Source: an optimization exercise on an open RTL-to-GDS flow (aim: small area). Production flows keep margins and buffers that such runs may drop.
Function was checked by simulation only, so behaviour that the tests miss may differ from the original.
Power figures rest on the tool's default switching activity, not on a simulated workload.

[design/flow/config.mk]
export PLATFORM = sky130hd
export DESIGN_NAME = Tetris
export DESIGN_NICKNAME = Tetris
export VERILOG_FILES = /design/flow/design.v
export SDC_FILE = /design/flow/constraint.sdc
export NUM_CORES = 8
export LEC_CHECK = 0
export CAP_MARGIN = 20
export CELL_PAD_IN_SITES_DETAIL_PLACEMENT = 1
export CELL_PAD_IN_SITES_GLOBAL_PLACEMENT = 2
export CORE_MARGIN = 2
export CORE_UTILIZATION = 20
export PLACE_DENSITY = 0.3
export SLEW_MARGIN = 20
export SYNTH_MEMORY_MAX_BITS = 65536
[design/flow/constraint.sdc]
create_clock -name core_clock -period 20.0 [get_ports {Clk_In}]
set_input_delay 4.0000 -clock core_clock [delete_from_list [all_inputs] [get_ports {Clk_In}]]
set_output_delay 4.0000 -clock core_clock [all_outputs]
set_load 0.01 [all_outputs]
[design/flow/design.v]
`timescale 1ns / 1ps
module Word(
	output reg	[679:0]	word	,
	input			[5:0]		choose
    );
always @(*) begin
	Word_Choose(choose);
	end
task Word_Choose;
	input	[5:0] d;
	begin
		word = 680'h0;
		case (d)
			0: word = 680'h00000000000000000000000000000000000000000000000000000000000000000000000000000000000000000000000000000000000000000000000000000000000000000000000000000000000000000000000000;
			1: word = 680'h00080000000000000000000000000000000000000000000000000000000000000000000000000000000000000000000000000000000000000000000000100000000000000000000060000000000040000000000000;
			2: word = 680'h001C1800000000600000003000000000070180000000400C00000001000000000000000000000000000000000000000000000000000000000000000000180000000020000000000030000000000060000000600000;
			3: word = 680'h001C0C000000003000000038000030000300E0000040600F00000000C000000000000000000000000000000000000000000000000000000000000000001E000030003800006000001C000000040070000000380000;
			4: word = 680'h00180E000000003800000031FFFFF8000300C0200060300E000C0C00E0000000000000000000000000000000000000000000000000000000000000000038000030001C0001F000001C0000000E00E00000001C0000;
			5: word = 680'h003806000000001C00000030C06000000300C0700030381C000FFE006000000000000000000003000000000000000000000000000000000000000000003F000030001C218FE000000E00001FFE00D00000001C0000;
			6: word = 680'h00300400C000001C000000300060003FFFFFFFF800383818000C1C406020000007F0FC003000FF000030000000000000000001F8801F807FF8000F880071C00030000871F00000000C0000000C01D0000200080020;
			7: word = 680'h007FFFFFE000001800000C300060001C0300C000001C1C18000C18404070000001C030007800070000780000000000000000060F8030C01C0E0038780070E000301FFFF9C00002000C0020000C0188000200000060;
			8: word = 680'h00E00C000002000000600F30006000000300C000001C1830000C18FFFFF0000001C0200078000700007800000000000000000C0380E0701C030060180060780030080080C0000200000070020C038C0003FFFFFFF0;
			9: word = 680'h00E00C000003FFFFFFF00E30006000000300C000001C1820000C10C00040000000E0600030000700003000000000000000001C0180C0301C0380C01800C03C20300101C0C00003FFFFFFF8078C03040006000000E0;
			10:word = 680'h01E00C000002000000780E30006000000300C00002080040100C31C00080000000E04000000007000000000000000000000038018180181C01C1C00C00C01C38300181C0C0000600000070060C0606000600000080;
			11:word = 680'h03600C030006000000C00E30806020000300800002000040300C21C00080000000704000000007000000000000000000000038008380181C01C1800401800C303000C180C00006080600C0060C0603000E00000500;
			12:word = 680'h067FFFFF8006000001800630FFFFF8018000000007FFFFFFF80C200000000000007080000000070000000000000000000000380083801C1C01C38004030000303000E300C0000E06078080060C0C03800E00000E00;
			13:word = 680'h0C600C00000E000001000630C0603000E000020006000000700C400006000000003080000000070000000000000000000000380003000C1C01C38000030000303000E200C0000E07870100061C1801C001FFFFFF00;
			14:word = 680'h08600C00000C000002000630C06030007030078006000000600C403FFF0000000039800030000700003000400000000000003C0003000C1C01C300000700403030004218C0300C0387000006181000F00000700000;
			15:word = 680'h10600C020000000000C00630C0603000313FFF800E000000800C4000000000000039000FF00007000FF007C7C03F9F8000001E0007000E1C01C7000005FFE0303000043CC0780001C70000061820037C0000E00000;
			16:word = 680'h207FFFFF0000000001E00630C0603000323003000E000019000C200000000000001F000070000700007001C8E00F060000001F0007000E1C0387000009807030301FFFFEFFFC000187000006185FFFB00001802000;
			17:word = 680'h00600C00000FFFFFFFF00630C0603010023003001CFFFFF8000C100000000000001E000070000700007001D06007040000000FC007000E1C030700001980603030000C00C18000808700000E188E00000003001800;
			18:word = 680'h00600C000000001800000630C060300C023003000040003C000C180000400000000E000070000700007001E070070C00000003F007000E1C0E0700002180E03030000C00C18000600700000C190000000006001C00;
			19:word = 680'h00600C008000001800000630C06030060430030000000070000C0C0000E00000000E000070000700007001C070039800000000FC07000E1FFC0700000180E03030000C00C18000780600000C1B0000000018000E00;
			20:word = 680'h00600C01C000001800000630C060300704300700000000C0000C0CFFFFF07FFFC00F000070000700007001C0700390000000003F07000E1C000700000180E03030000C00C180003C0600000FFF8100C000F0000700;
			21:word = 680'h007FFFFFE000001800000630C06030038830070000000300000C060630000000000F000070000700007001C07001F0000000000F87000E1C000700000180E03030000C31C180001C06000004032180E0007FFFFF00;
			22:word = 680'h006010000000001800000630C06030030830070000001600000C060630000000000B800070000700007001C07001E0000000000787000E1C000700000180C030300FFFF9C180001C06000000031080E0007E000300;
			23:word = 680'h00601C000000001800000E30C06030001830060000001C00200C0606300000000013800070000700007001C07000E00000000003C7000E1C000700000180C03030000C01818000080E0030000310C0C00000180300;
			24:word = 680'h000018001000001800000E30C06030001030060000001C00700C0606300000000013C00070000700007001C07000F00000000001C3000C1C000700000180C03030000C01818000000E0078000318E1C000001C0000;
			25:word = 680'h000018003800001800000E60C0603000303086003FFFFFFFF80D0E06300000000021C00070000700007001C07000F00000002001C3800C1C00038004018FC03030010D0181801FFFFFFFFC000F1861800000180000;
			26:word = 680'h3FFFFFFFFC00001800000860C060300020307E0018001C00000CFC0E300000000021E00070000700007001C07001380000002001C3801C1C00038004018784203003CC81818000000C000001F60C71800000180600;
			27:word = 680'h0000F9000000001800000060C060300060301C2000001C00000C380C301000000060E00070000700007001C07003380000003001C1801C1C000380080183040030038CE1818000001C00003F060C71000000180F00;
			28:word = 680'h0001D98000000018000000C0C063F007E030081000001C00000C200C301000000040E00070000700007001C070021C0000001001C180181C000180080180040030030C73018000001C000038060C730000FFFFFF80;
			29:word = 680'h000398C000000018000000C0C060E001C030001000001C00000C001C3010000000C0700070000700007001C070041E000000180380C0301C0001C0100180040030060C33018000003B800010060C62000000180000;
			30:word = 680'h0006186000000018000001808060C000C030003000001C00000C0018301000000080700070000700007001C0700C0E0000001C030060701C0000E0300180040030060C320180000070F00000060C02000000180000;
			31:word = 680'h001C1838000000180000018000600000C030003000001C00000C0038301000000180780070000700007001C0701C0F0000001E0E0030C01C0000704001800400300C0C2601800000E03E0000060C06000000180000;
			32:word = 680'h0038181C000000180000030000600000C030003800001C00000C00703010000007E0FE0FFF80FFF80FFF87F1FC7E3FC0000011FC001F807F00001F800180060030080C0C01800001C01F80000E0004000000180000;
			33:word = 680'h00E0180F80000E380000020000600000C038007800001C00000C00E0383800000000000000000000000000000000000000000000000000000000000001800F0070101C08018000038007C0039C0004100000180030;
			34:word = 680'h01801803FC0003F80000040000600000C01FFFF00003FC00000C01801FF800000000000000000000000000000000000000000000000000000000000001FFFE0FF020FC100180000E0003C000FC0008380000180078;
			35:word = 680'h06001800F80000F00000080000600000C00000000000F800000C03001FF0000000000000000000000000000000000000000000000000000000000000007FF803E0003820018000780001C00078FFFFFC1FFFFFFFFC;
			36:word = 680'h18001800300000700000100000600000C000000000007000000C1C00000000000000000000000000000000000000000000000000000000000000000000000000C0003040038003C00000C000200000000000000000;
			37:word = 680'h200010000000004000002000004000000000000000002000000800000000000000000000000000000000000000000000000000000000000000000000000000000000008002001C0000000000000000000000000000;
			38:word = 680'h00000000000000000000000000000000000000000000000000000000000000000000000000000000000000000000000000000000000000000000000000000000000000000000000000000000000000000000000000;
			39:word = 680'h00000000000000000000000000000000000000000000000000000000000000000000000000000000000000000000000000000000000000000000000000000000000000000000000000000000000000000000000000;
			endcase
		end
	endtask
endmodule
`timescale 1ns / 1ps
module Cur_Control(
    input  wire         Clk,
    input  wire         Rst,
    input  wire         Game_Clk,
    input  wire         Down_en,
    input  wire         Left_en,
    input  wire         Right_en,
    input  wire         Rotate_en,
    input  wire [2:0]   rnd,
    output reg  [251:0] G,
    output reg  [3:0]   px,
    output reg  [4:0]   py,
    output reg  [1:0]   rot,
    output reg  [2:0]   typ,
    output reg          over
    );
function [15:0] shape;
    input [2:0] t;
    input [1:0] r;
    begin
        case ({t, r})
            5'b00100, 5'b00110: shape = 16'h1111;
            5'b00101, 5'b00111: shape = 16'h000f;
            5'b01000, 5'b01001, 5'b01010, 5'b01011: shape = 16'h0033;
            5'b01100: shape = 16'h0072;
            5'b01101: shape = 16'h0131;
            5'b01110: shape = 16'h0027;
            5'b01111: shape = 16'h0232;
            5'b10000, 5'b10010: shape = 16'h0036;
            5'b10001, 5'b10011: shape = 16'h0231;
            5'b10100, 5'b10110: shape = 16'h0063;
            5'b10101, 5'b10111: shape = 16'h0132;
            5'b11000: shape = 16'h0322;
            5'b11001: shape = 16'h0071;
            5'b11010: shape = 16'h0113;
            5'b11011: shape = 16'h0047;
            5'b11100: shape = 16'h0311;
            5'b11101: shape = 16'h0017;
            5'b11110: shape = 16'h0223;
            5'b11111: shape = 16'h0074;
            default:  shape = 16'h0000;
        endcase
    end
endfunction
function [5:0] wh;
    input [2:0] t;
    input [1:0] r;
    begin
        case (t)
            3'd0: wh = {3'd0, 3'd0};
            3'd1: wh = r[0] ? {3'd4, 3'd1} : {3'd1, 3'd4};
            3'd2: wh = {3'd2, 3'd2};
            3'd3, 3'd4, 3'd5: wh = r[0] ? {3'd2, 3'd3} : {3'd3, 3'd2};
            default: wh = r[0] ? {3'd3, 3'd2} : {3'd2, 3'd3};
        endcase
    end
endfunction
wire [17:0] full;
wire [2:0]  sel [0:18];
wire [17:0] rem;
wire [13:0] g1 [0:17];
assign sel[18] = {2'b00, ~Rst};
genvar k;
generate
    for (k = 0; k < 18; k = k + 1) begin : rows
        assign full[k] = &G[14*k +: 14];
        wire [2:0] fr;
        assign fr[0] = full[k];
        if (k >= 1) assign fr[1] = full[k-1]; else assign fr[1] = 1'b0;
        if (k >= 2) assign fr[2] = full[k-2]; else assign fr[2] = 1'b0;
        assign rem[k] = |(sel[k+1] & fr);
        assign sel[k] = rem[k] ? {sel[k+1][1:0], 1'b0} : sel[k+1];
        wire [13:0] r0 = G[14*k +: 14];
        wire [13:0] r1, r2;
        if (k >= 1) assign r1 = G[14*(k-1) +: 14]; else assign r1 = 14'd0;
        if (k >= 2) assign r2 = G[14*(k-2) +: 14]; else assign r2 = 14'd0;
        assign g1[k] = ({14{sel[k][0]}} & r0) | ({14{sel[k][1]}} & r1) |
                       ({14{sel[k][2]}} & r2);
    end
endgenerate
wire over_now = ~over & (|g1[0]);
wire act      = ~Rst & ~over & ~over_now;
wire drop     = Game_Clk | Down_en;
wire a_drop   = act & drop;
wire a_left   = act & ~drop & Left_en;
wire a_right  = act & ~drop & ~Left_en & Right_en;
wire a_rot    = act & ~drop & ~Left_en & ~Right_en & Rotate_en;
wire [3:0] tx   = px + {{3{a_left}}, a_left | a_right};
wire [4:0] ty   = py + {4'd0, a_drop};
wire [1:0] trot = rot + {1'b0, a_rot};
wire [5:0] twh  = wh(typ, trot);
wire [4:0] txw  = {1'b0, tx} + {2'b00, twh[5:3]};
wire [4:0] tyh  = ty + {2'b00, twh[2:0]};
wire bound_ok   = (txw <= 5'd14) && (tyh <= 5'd18);
wire [15:0] tshape = shape(typ, trot);
wire [13:0] srow [0:3];
wire [13:0] slot [0:3];
genvar i;
generate
    for (i = 0; i < 4; i = i + 1) begin : srows
        wire [17:0] sh = {14'd0, tshape[4*i +: 4]} << tx;
        assign srow[i] = sh[13:0];
    end
    for (i = 0; i < 4; i = i + 1) begin : slots
        wire [1:0] idx = i - ty[1:0];
        assign slot[i] = srow[idx];
    end
endgenerate
wire [18:0] inr;
wire [17:0] hitrow;
generate
    for (k = 0; k < 19; k = k + 1) begin : inrows
        wire [4:0] d = k - ty;
        assign inr[k] = (d < 5'd4);
    end
    for (k = 0; k < 18; k = k + 1) begin : hits
        assign hitrow[k] = inr[k] & (|(g1[k] & slot[k % 4]));
    end
endgenerate
wire coll = |hitrow;
wire ok   = bound_ok & ~coll;
wire lock = a_drop & ~ok;
wire move = (a_drop | a_left | a_right | a_rot) & ok;
wire [251:0] gnext;
generate
    for (k = 0; k < 18; k = k + 1) begin : nxt
        assign gnext[14*k +: 14] = g1[k] | ({14{lock & inr[k+1]}} & slot[(k+1) % 4]);
    end
endgenerate
always @(posedge Clk) begin
    G <= gnext;
    if (Rst) begin
        px   <= 4'd6;
        py   <= 5'd0;
        rot  <= 2'd0;
        typ  <= 3'd0;
        over <= 1'b0;
    end
    else begin
        if (over_now) begin
            over <= 1'b1;
            typ  <= 3'd0;
        end
        if (move) begin
            px  <= tx;
            py  <= ty;
            rot <= trot;
        end
        if (lock) begin
            px  <= 4'd6;
            py  <= 5'd0;
            rot <= 2'd0;
            typ <= rnd;
        end
    end
end
endmodule
`timescale 1ns / 1ps
module Tetris(
    input wire        Clk_In,
    input wire        Rotate,
    input wire        Left,
    input wire        Right,
    input wire        Down,
    input wire        Pause,
    input wire        Rst,
    output wire [7:0] RGB,
    output wire       Hsync,
    output wire       Vsync
    );
wire Clk = Clk_In;
function [15:0] shape;
    input [2:0] t;
    input [1:0] r;
    begin
        case ({t, r})
            5'b00100, 5'b00110: shape = 16'h1111;
            5'b00101, 5'b00111: shape = 16'h000f;
            5'b01000, 5'b01001, 5'b01010, 5'b01011: shape = 16'h0033;
            5'b01100: shape = 16'h0072;
            5'b01101: shape = 16'h0131;
            5'b01110: shape = 16'h0027;
            5'b01111: shape = 16'h0232;
            5'b10000, 5'b10010: shape = 16'h0036;
            5'b10001, 5'b10011: shape = 16'h0231;
            5'b10100, 5'b10110: shape = 16'h0063;
            5'b10101, 5'b10111: shape = 16'h0132;
            5'b11000: shape = 16'h0322;
            5'b11001: shape = 16'h0071;
            5'b11010: shape = 16'h0113;
            5'b11011: shape = 16'h0047;
            5'b11100: shape = 16'h0311;
            5'b11101: shape = 16'h0017;
            5'b11110: shape = 16'h0223;
            5'b11111: shape = 16'h0074;
            default:  shape = 16'h0000;
        endcase
    end
endfunction
reg  [7:0] dcnt;
reg  [3:0] bd;
reg  [3:0] be;
wire       samp = (dcnt == 8'd130);
wire [3:0] raw  = {Rotate, Left, Right, Down};
always @(posedge Clk) begin
    if (Rst) begin
        dcnt <= 8'd0;
        bd   <= 4'd0;
        be   <= 4'd0;
    end
    else begin
        dcnt <= samp ? 8'd0 : dcnt + 8'd1;
        be   <= samp ? (raw & ~bd) : 4'd0;
        if (samp)
            bd <= raw;
    end
end
wire down_en   = be[0];
wire right_en  = be[1];
wire left_en   = be[2];
wire rotate_en = be[3];
reg [14:0] gcnt;
reg        gclk;
always @(posedge Clk) begin
    if (Rst) begin
        gcnt <= 15'd0;
        gclk <= 1'b0;
    end
    else if (!Pause) begin
        if (gcnt == 15'd32500) begin
            gcnt <= 15'd0;
            gclk <= 1'b1;
        end
        else begin
            gcnt <= gcnt + 15'd1;
            gclk <= 1'b0;
        end
    end
    else
        gclk <= 1'b0;
end
reg [2:0] rnd;
always @(posedge Clk) begin
    if (Rst || rnd == 3'd7)
        rnd <= 3'd1;
    else
        rnd <= rnd + 3'd1;
end
wire [251:0] G;
wire [3:0]   px;
wire [4:0]   py;
wire [1:0]   rot;
wire [2:0]   typ;
wire         over;
Cur_Control c2 (.Clk(Clk), .Rst(Rst), .Game_Clk(gclk), .Down_en(down_en),
                .Left_en(left_en), .Right_en(right_en), .Rotate_en(rotate_en),
                .rnd(rnd), .G(G), .px(px), .py(py), .rot(rot), .typ(typ),
                .over(over));
reg [10:0] hc;
reg [4:0]  vr;
reg [5:0]  vs;
wire hend = (hc == 11'd1343);
always @(posedge Clk) begin
    if (Rst) begin
        hc <= 11'd0;
        vr <= 5'd31;
        vs <= 6'd17;
    end
    else begin
        hc <= hend ? 11'd0 : hc + 11'd1;
        if (hend) begin
            if (vr == 5'd19 && vs == 6'd22) begin
                vr <= 5'd31;
                vs <= 6'd17;
            end
            else if (vs == 6'd39) begin
                vr <= vr + 5'd1;
                vs <= 6'd0;
            end
            else
                vs <= vs + 6'd1;
        end
    end
end
assign Hsync = ~(hc >= 11'd1048 && hc < 11'd1184);
assign Vsync = ~(vr == 5'd18 && vs >= 6'd28 && vs <= 6'd33);
wire in_v     = (vr <= 5'd17) || (vr == 5'd18 && vs == 6'd0);
wire in_h     = (hc >= 11'd287) && (hc <= 11'd735);
wire grid     = (hc[4:0] == 5'd31) || (vs == 6'd0);
wire [3:0] col = hc[8:5] - 4'd9;
wire [4:0] row = vr;
localparam [251:0] OVER_PAT = 252'h7ff8000000193e1408f1e4408f3e00000001070a22288912244700000001ffe;
reg [13:0] grow;
integer rr;
always @(*) begin
    grow = 14'd0;
    for (rr = 0; rr < 18; rr = rr + 1)
        if (row == rr)
            grow = over ? OVER_PAT[14*rr +: 14] : G[14*rr +: 14];
end
wire bcell = grow[col];
wire [4:0]  dy = row - py;
wire [4:0]  dx = {1'b0, col} - {1'b0, px};
wire [15:0] cshape = shape(typ, rot);
wire piece = (dy < 5'd4) && (dx < 5'd4) && cshape[{dy[1:0], dx[1:0]}];
reg [7:0] pcol;
always @(*) begin
    case (typ)
        3'd1: pcol = 8'b01_000_010;
        3'd2: pcol = 8'b10_001_111;
        3'd3: pcol = 8'b11_110_000;
        3'd4: pcol = 8'b00_000_111;
        3'd5: pcol = 8'b00_111_000;
        3'd6: pcol = 8'b11_000_000;
        3'd7: pcol = 8'b00_111_000;
        default: pcol = 8'b00_101_111;
    endcase
end
wire [679:0] word_row;
Word ji (.word(word_row), .choose(vs - 6'd2));
wire in_text = (vr == 5'd0) && (vs >= 6'd2) && (hc >= 11'd172) && (hc <= 11'd851);
wire [9:0] widx = 10'd851 - hc[9:0];
wire text = in_text && word_row[widx];
reg [7:0] pix;
always @(*) begin
    if (in_v && in_h) begin
        if (grid)
            pix = 8'hFF;
        else if (piece)
            pix = pcol;
        else if (bcell)
            pix = 8'b00_101_111;
        else
            pix = 8'b11_101_101;
    end
    else
        pix = 8'h00;
    if (text)
        pix = 8'b00_000_111;
end
reg [7:0] rgb_r;
always @(posedge Clk) rgb_r <= pix;
assign RGB = rgb_r;
endmodule
[design/flow/run.sh]
#!/bin/bash
# synth_recipe.tcl (not shown) runs the flow's synth.tcl, then flattens the netlist and writes it again
# the make line also repeats each setting of config.mk as NAME=value (left out here)
make -C /OpenROAD-flow-scripts/flow DESIGN_CONFIG=/design/flow/config.mk WORK_HOME=/design/flow/orfs CLKGATE_MAP_FILE= SYNTH_SCRIPT=/design/flow/synth_recipe.tcl finish
==> summary.txt <==
Routing
  • Total wire length: 387 mm
  • Wire length per cell: 48.1 um
  • Detail Route Antenna Nets: 0
  • Detailed Route Iter0 Violations: 7653
  • Vias after detailed routing: 53300
  • Drt pass-1 iters: 8
  • Post-DR vias/cell: 6.63
  • DRC errors left: 0

STA
  • Clk_skew: 79.2 ps
  • Fin crit period: 14790 ps
  • Max-slew headroom: 12.4%
  • RSZ-0062 raised after global routing: no
  • Worst Max-Slew Pin Slew: 1310 ps
  • Final hold viol count: 0
  • Setup TNS: 0 ps
  • Crit share post-route: 74.0%
  • Pins Over Slew Limit: 0
  • Final setup fails: 0
  • Fmax: 67.6 MHz

Global route
  • GRT Total Usage: 37.6%
  • Vias in the first global route: 50800
  • Largest net degree at the start of global routing: 122
  • Overflow after GRT: 0
  • First-pass GRT wire length: 507 mm
  • Initial antenna violation count: 30

Synth
  • Count of cell types in the netlist: 125
  • Mapped Area: 38600 sq um
  • Syn nets: 5682
  • Seq/Total Area, Yosys: 17.1%
  • Synthesized instance count: 5569
  • Main synth FF type: dfxtp_1
  • Yosys reg bits: 331
  • Fraction of registers with async set/reset: 0%
  • Most common cell in the netlist: nand2_1
  • Commonest cells post-synth: nand2_1, a21oi_1, nor2_1
  • Mapped Avg Cell Area: 6.94 sq um
  • EDFF count, synth: 0
  • Yosys Warn Count: 3
  • Leading area contributor after synthesis: dfxtp_1
  • Synth top area share: 17.1%
  • Top post-synthesis cells by area: dfxtp_1, a21oi_1, nand2_1

Critical path
  • CP max FO: 45
  • Slowest CP cell: o41ai_1
  • Crit path DAT: 15310 ps
  • Critical path startpoint category: input pin
  • CP startpoint: Rst
  • Setup crit end kind: flop
  • Reg2Reg Launch Point: c2.G[144]
  • Setup CP Type: in -> reg
  • Crit-path leading delay family: compound AO/OA/AOI/OAI gates
  • Buffers plus inverters on the worst setup path: 7
  • Required @ worst endpoint: 20520 ps
  • Most used cell, CP: buf_4
  • Slowest Stage Delay on Critical Path: 1000 ps

Clock tree
  • Post-CTS Resized: 0
  • Clock transition at path regs: 60 ps
  • Clock root cell: clkbuf_16
  • Total CTS buffers: 47
  • Setup repair bufs after CTS: 0
  • Hold_buf cts: 0
  • Clock tree sinks: 331
  • Clock Path Buffers: 3
  • CTS tree: yes
  • Clock H-tree levels: 2
  • Clock Latency Late Sink: 720 ps

Pwr
  • Pwr dens: 41.1 nW/um^2
  • Peak VDD IR: 0.0597 mV
  • Pwr Total: 0.00184 W
  • Leak Pwr: 14.8 nW

Cells and area
  • Area occupied by multi-input gates: 29900 sq um
  • Post-layout util: 23.3%
  • Fillers: 23300
  • Fin cells: 8043
  • Reg area: 6640 sq um
  • Share of cells above drive strength 1: 13.9%
  • NumNets Final: 5588
  • Area Overhead vs Synth: 15.9%

Worst hold path
  • Hold Path Origin: rnd[0]
  • Hold Path Class: reg -> reg

Die
  • Die Height: 444 um
  • Die width: 444 um
  • Core ar.: 192000 sq um
  • Initial Util: 20.1%
  • Total Die Area: 197000 sq um
  • FP Rows: 161
  • I/O pin count: 17

Placement
  • Placer congestion estimate: 0.992
  • Port Buf Inserts: 16
  • Dpl hpwl: 290 mm
  • Placed cells: 7952

Run status
  • Outcome: finished clean

Flow run
  • Total of max-cap violations: 0
area by class of cell:
class | count | share of cell area, %
Clock inverter | 22 | 0.673
Sequential cell | 331 | 14.8
Multi-Input combinational cell | 4609 | 66.9
Tap cell | 2526 | 7.06
Inverter | 96 | 0.805
Clock buffer | 64 | 3.04
Antenna cell | 5 | 0.0279
Timing Repair Buffer | 390 | 6.71
where the power goes:
| part | total, W | switching [W] | internal (W) |
|---|---|---|---|
| Combinational | 0.000224 | 0.000172 | 0.0000517 |
| Clock | 0.000950 | 0.000416 | 0.000534 |
| Sequential | 0.000667 | 0.00000513 | 0.000662 |
metal layers:
metal  routed length [um]  up-vias  GRT usage (%)  part of all wire (%)
met5                   72        -              0                 0.019
met4                15500       10           12.9                   4.0
met3                39700      581           10.0                    10
met2               154000     3206           52.6                    40
met1               178000    28000           54.6                    46
li1                     -    21500              -                     -
stage by stage:
step / setup WS (ps) / cell area, sq um / hold slack [ps]
floorplan: 8790 / 38600 / 375
global placement: 4660 / 43000 / 403
detailed placement: 4780 / 43100 / 405
CTS: 5480 / 44800 / 418
global route: 5170 / 44800 / 441
finish: 5210 / 44800 / 415
worst reg2reg max path, delay by kind of cell (launching register included):
kind	cells	cell delay, ps
fa+ha+maj	2	720
flops	1	550
buf+inv	6	2170
compound gates	11	4580
simple gates	11	4820
sequential cells by signal (all words and copies together), names as in the netlist:
signal and flops:
c2.over 1, rnd 3, be 4, hc 11, dcnt 8, vr 5, c2.typ 3, c2.rot 2
c2.G 252, rgb_r 7, c2.px 4, gcnt 15, bd 4, c2.py 5, vs 6, gclk 1
cell usage in the layout (no fill, tap or decap), drive strengths merged, types with 41 or more instances in the layout:
cell type  netlist  final
and2            43     43
ha             101    101
o311ai          98     98
a31oi          101    101
nand2          643    643
dfxtp          331    331
xnor2           49     49
nand4          106    106
a311oi          42     42
and3            60     60
a21o            41     41
o211ai          87     87
o221ai          63     63
mux2i           43     43
a21oi          522    522
o22ai          118    118
a211oi          84     84
nor4            57     57
a22o           109    109
buf            124    375
o31ai          187    187
a22oi          166    166
clkbuf         409     64
nand3          175    175
o21ai          397    397
inv             89     90
nor2           467    467
a221oi          46     46
nand2b          48     48
nor3           152    152
worst paths after layout:
path	slack (ps)	depth (start not counted)	to
worst max-delay path	5210	27	c2.G[46]
worst min-delay path	420	1	rnd[0]
worst max register to register	6980	30	c2.G[46]
worst min register to register	420	1	rnd[0]
cell families (layout without fill, tap and decap cells):
logic type,after synthesis,after routing,share of synthesized area (%)
AO/OA/AOI/OAI,2445,2445,45.0
AND/OR/NAND/NOR,1919,1919,23.8
buffers and inverters,629,572,6.67
flip-flops,331,331,17.1
adder cells (fa/ha/maj),107,107,3.56
XOR/XNOR,73,73,1.69
multiplexers,65,65,2.13
other,0,5,0

==> afterwards: timing with drivers on the ports <==
No port has a modelled driver above. Below, the same layout with a new extraction and two added sets of constraints.
Step 1 (the two cells are an assumption about what drives the block):
set clk [get_ports {Clk_In}]
set_driving_cell -lib_cell sky130_fd_sc_hd__clkbuf_16 $clk
set_driving_cell -lib_cell sky130_fd_sc_hd__buf_2 [delete_from_list [all_inputs] $clk]
Step 2 adds t to the input delays and takes it off the output delays; t is the mean of the earliest and latest rising clock arrival at the registers after step 1. Input paths then give back, and output paths get back, about the clock's delay inside the block.
Slacks: ideal / step 1 / step 2; pairs: ideal / step 1.
t, ns: 0.750
setup WS [ns]: 5.208 / 5.260 / 4.509
hold slack, ns: 0.415 / 0.415 / 0.415
After both steps this run still meets setup and hold. For this run, drivers alone change the setup slack by +0.052 ns; drivers and shift together by -0.699 ns.
